From an optimization exercise on the open Yosys and OpenROAD flow, aimed at small area, a short achievable clock period and few clock cycles per item; shortcuts taken in it are not production practice.
Function was checked by simulation only, so behaviour that the tests miss may differ from the original.
The clock input has no modelled driver; a real chip could not lean on it and would need a root buffer or a full tree.
Power and IR drop assume default switching activity.

## wip/garnet
## fc_layer
module fc_layer #(
    parameter IN_SIZE = 75,
    parameter OUT_SIZE = 10,
    parameter DATA_WIDTH = 16
)(
    input  wire clk,
    input  wire reset_n,
    input  wire start_fc,
    input  wire data_valid,
    input  wire signed [DATA_WIDTH-1:0] map_in_serial,
    input  wire signed [DATA_WIDTH-1:0] weight_serial,
    input  wire signed [DATA_WIDTH-1:0] bias_serial,
    output reg finish_fc,
    output reg signed [DATA_WIDTH-1:0] predict_out,
    output reg predict_out_valid
);
Size in the first run: ~2,500 cells after synthesis, about 1,500 flip-flops, roughly 70 I/O pins, ~52,000 sq um of cells after synthesis.
clock: 15.0 ns
lec_check: 0
cap_margin: 20
core_margin: 2
core_utilization: 68.0
cts_cluster_diameter: 100
cts_cluster_size: 30
place_density: 0.78
slew_margin: 20
synth_memory_max_bits: 16384
standard.sh (not shown) runs the stock make flow with config.mk's settings and CLKGATE_MAP_FILE= SYNTH_SCRIPT=/design/flow/synth_recipe.tcl, a recipe that flattens the netlist after the stock synthesis.
==> flow/flow/run.sh <==
#!/bin/bash
# Standard ORFS layout (the standard.sh: ORFS synthesis and steps).
# Differences:
# - synthesis skips Yosys's early "abc -fast" (SYNTH_ARGS=-noabc), so the
#   full adders written out in the RTL are extracted without inverters
#   between them; registers (names and cells) are the same as the standard
#   synthesis, and ORFS's own ABC mapping still runs;
# - the resizer's repair_timing is asked for a setup margin, so it works on
#   paths well below the 15 ns period; ABC maps for a shorter period;
# - ports get buf_1 buffers (the resizer upsizes them where timing needs it);
# - CTS inserts no dummy loads;
set -euo pipefail
VARS=(SYNTH_ARGS=-noabc SETUP_SLACK_MARGIN=11.15 ABC_CLOCK_PERIOD_IN_PS=3800
  "BUFFER_PORTS_ARGS=-buffer_cell sky130_fd_sc_hd__buf_1"
  "CTS_ARGS=-sink_clustering_enable -repair_clock_nets -sink_clustering_size 30 -sink_clustering_max_diameter 100 -dont_use_dummy_load")
bash standard.sh "${VARS[@]}" cts > standard_flow_cts.log 2>&1
ODB=orfs/results/sky130hd/fc_layer/base/4_cts.odb CLK_PORT=clk \
  openroad -no_init -exit flow/noroot.tcl > noroot.log 2>&1
bash standard.sh "${VARS[@]}" finish > standard_flow_finish.log 2>&1
==> flow/flow/noroot.tcl <==
read_db $::env(ODB)
set block [ord::get_db_block]
set clkport [$block findBTerm $::env(CLK_PORT)]
set clknet [$clkport getNet]
set its [$clknet getITerms]
puts "noroot: clock port net [$clknet getName] has [llength $its] cell pins"
if {[llength $its] != 1} { puts "noroot: unexpected, leaving the tree as it is"; exit 0 }
set rootA [lindex $its 0]
set root [$rootA getInst]
set master [[$root getMaster] getName]
if {![string match "sky130_fd_sc_hd__clkbuf_*" $master]} { puts "noroot: root is $master, leaving"; exit 0 }
set rootX [$root findITerm X]
set net0 [$rootX getNet]
set sinks {}
foreach it [$net0 getITerms] {
  if {[$it getInst] ne $root} { lappend sinks $it }
}
puts "noroot: root [$root getName] ($master) drives [llength $sinks] pins"
if {[llength $sinks] > 4 || [llength [$net0 getBTerms]] > 0} { puts "noroot: too many, leaving"; exit 0 }
foreach it $sinks {
  set m [[[$it getInst] getMaster] getName]
  if {![string match "sky130_fd_sc_hd__clkbuf_*" $m]} { puts "noroot: sink is $m, leaving"; exit 0 }
}
foreach it $sinks {
  $it disconnect
  $it connect $clknet
}
$rootA disconnect
$rootX disconnect
odb::dbInst_destroy $root
odb::dbNet_destroy $net0
puts "noroot: clock port now drives [llength [$clknet getITerms]] pins"
write_db $::env(ODB)
Testbench counts of wip/garnet, summed over its fixed seeds: cycles 53,568, images 64.
For wip/willow, these inputs were changed with respect to wip/garnet:
Settings: changing CORE_UTILIZATION from 68.0 to 65; changing PLACE_DENSITY from 0.78 to 0.75.
diff --git a/flow/flow/run.sh b/flow/flow/run.sh
--- a/flow/flow/run.sh
+++ b/flow/flow/run.sh
@@ -13 +13 @@
-VARS=(SYNTH_ARGS=-noabc SETUP_SLACK_MARGIN=11.15 ABC_CLOCK_PERIOD_IN_PS=3800
+VARS=(SYNTH_ARGS=-noabc SETUP_SLACK_MARGIN=11.2 ABC_CLOCK_PERIOD_IN_PS=3800
[summary]
wip/willow: full flow OK, the timing, DRC and antenna checks passed. Diff wip/garnet -> wip/willow: post-detailed-placement cell area essentially unchanged, final RePlAce weighted congestion increased 0.65%, minimum setup slack in the final design increased 0.032 ns, overall routed net length decreased 1.9%, part of the total power dissipated in sequential elements increased 0.2 points. Looking at last element of the critical path, the predict_out[7] result is from wip/garnet; the finish_fc one comes from wip/willow. | total vias in the final route | higher: wip/willow |. Status: internal power contribution parity (wip/willow, wip/garnet).
## Diff of input files: wip/raven against wip/willow
Settings: changing PLACE_DENSITY from 0.75 to 0.82.
--- outcome ---
Status: leakage power parity (wip/raven, wip/willow). Cmp wip/willow and wip/raven / met1 track utilization from global routing / higher: wip/willow. There was hardly any difference in fraction of power consumed by combinational cells between wip/raven and wip/willow. Power across wip/willow and wip/raven: no real change. Compared wip/raven against wip/willow; layout buffering overhead excluding clock cells within noise. wip/raven against wip/willow: largest net degree at the start of global routing went down, routability congestion estimate from global placement went down, post-layout instance area did not really move, final clock skew did not really move.

fc_layer, a different RTL version from the one above (not shown whole).
For scale: ~2800 cells after synthesis, roughly 1500 flip-flops, ~54000 sq um of cells after synthesis.
Settings: LEC_CHECK=0, CAP_MARGIN=20, CORE_MARGIN=2, CORE_UTILIZATION=25, PLACE_DENSITY=0.35, SLEW_MARGIN=20, SYNTH_MEMORY_MAX_BITS=16384; clock period 15.0 ns.
run.sh (not shown) runs the stock make flow with config.mk's settings and CLKGATE_MAP_FILE= SYNTH_SCRIPT=/design/flow/synth_recipe.tcl, a recipe that flattens the netlist after the stock synthesis.
Stock flow here: none of the scripts above is used.
Testbench counts at the start, summed over its fixed seeds: cycles 53,568, images 64.
Edit:
==> flow/flow/run.sh (new file) <==
#!/bin/bash
# Standard ORFS layout; the resizer is asked to aim below the clock period
# (setup margin), synthesis maps for a shorter period. Constraints unchanged.
set -euo pipefail
bash standard.sh SETUP_SLACK_MARGIN=10.8 ABC_CLOCK_PERIOD_IN_PS=4000 finish > standard_flow.log 2>&1
==> flow/standard.sh (new file) <==
#!/bin/bash
# synth_recipe.tcl (not shown) runs the flow's synth.tcl, then flattens the netlist and writes it again
# the make line also repeats each setting of config.mk as NAME=value (left out here)
make -C /OpenROAD-flow-scripts/flow DESIGN_CONFIG=/design/flow/config.mk WORK_HOME=/design/flow/orfs CLKGATE_MAP_FILE= SYNTH_SCRIPT=/design/flow/synth_recipe.tcl "${@:-finish}"
--- a/flow/config.mk
+++ b/flow/config.mk
@@ -8,6 +8,6 @@
 export CAP_MARGIN = 20
 export CORE_MARGIN = 2
-export CORE_UTILIZATION = 25
-export PLACE_DENSITY = 0.35
+export CORE_UTILIZATION = 50
+export PLACE_DENSITY = 0.6
 export SLEW_MARGIN = 20
 export SYNTH_MEMORY_MAX_BITS = 16384
removed: flow/run.sh
After rerunning: Power came out lower by 3.0%; combinational power grows by about 7%; routed wire length goes down by 19%; sequential cell count is unchanged; worst setup slack gets better by 650 ps; die area goes down by 50%; global-route usage rose by 6.0 points; cell area went down by 2.3%; utilization increases by 28 points.
Edit:
==> flow/run.sh (new file) <==
#!/bin/bash
# synth_recipe.tcl (not shown) runs the flow's synth.tcl, then flattens the netlist and writes it again
# the make line also repeats each setting of config.mk as NAME=value (left out here)
make -C /OpenROAD-flow-scripts/flow DESIGN_CONFIG=/design/flow/config.mk WORK_HOME=/design/flow/orfs CLKGATE_MAP_FILE= SYNTH_SCRIPT=/design/flow/synth_recipe.tcl finish
--- a/flow/config.mk
+++ b/flow/config.mk
@@ -6,4 +6,5 @@
 export NUM_CORES = 4
 export LEC_CHECK = 0
+export ABC_CLOCK_PERIOD_IN_PS = 4000
 export CAP_MARGIN = 20
 export CORE_MARGIN = 2
removed: flow/flow/run.sh
removed: flow/standard.sh
Outcome:
- The changed run passed the timing, DRC and antenna checks
- setup slack is worse by 510 ps
- core utilization drops by 0.90 points
- routed wire length shrinks by 3.1%
- clock skew increases by 12 ps
- global-route usage decreases by 0.30 points
- final area decreases by 1.5%
- clock power goes down by about 2%

[separate check: timing with driven ports]
The flow's constraints put no driver on any port. The routed layouts listed below were extracted and timed again, unchanged, in two steps. Step 1 sets driving cells, clkbuf_16 on the clock port and buf_2 on the other inputs (assumed; they add their load-dependent delay and slew). Step 2 moves the port delays by t, midway between the first and last clock arrival at a register: inputs arrive t later, outputs are due t later. That takes back most of the time a late clock gives input paths. a / b / c = no drivers / after step 1 / after step 2; a / b = the first two.
| run | shift t [ns] | slack for setup (ns) | worst setup path at the end | pins driven straight from the clock port |
|---|---|---|---|---|
| wip/garnet | 0.567 | 11.058 / 10.931 / 10.796 | input to register | 4 |
| wip/willow | 0.557 | 11.090 / 10.965 / 10.803 | input to register | 4 |
| wip/raven | 0.569 | 11.067 / 10.936 / 10.883 | input to register | 4 |
| the first run of note 2 | 0.848 | 10.127 / 10.066 / 9.854 | input to register | 1 |
| the second run of note 2 | 0.784 | 10.777 / 10.710 / 10.456 | input to register | 1 |
| the third run of note 2 | 0.788 | 10.263 / 10.263 / 9.673 | input to register | 1 |
After both steps every run listed still meets setup and hold. For the third run of note 2, which loses most, drivers alone change the setup slack by 0.000 ns; drivers and shift together by -0.590 ns.
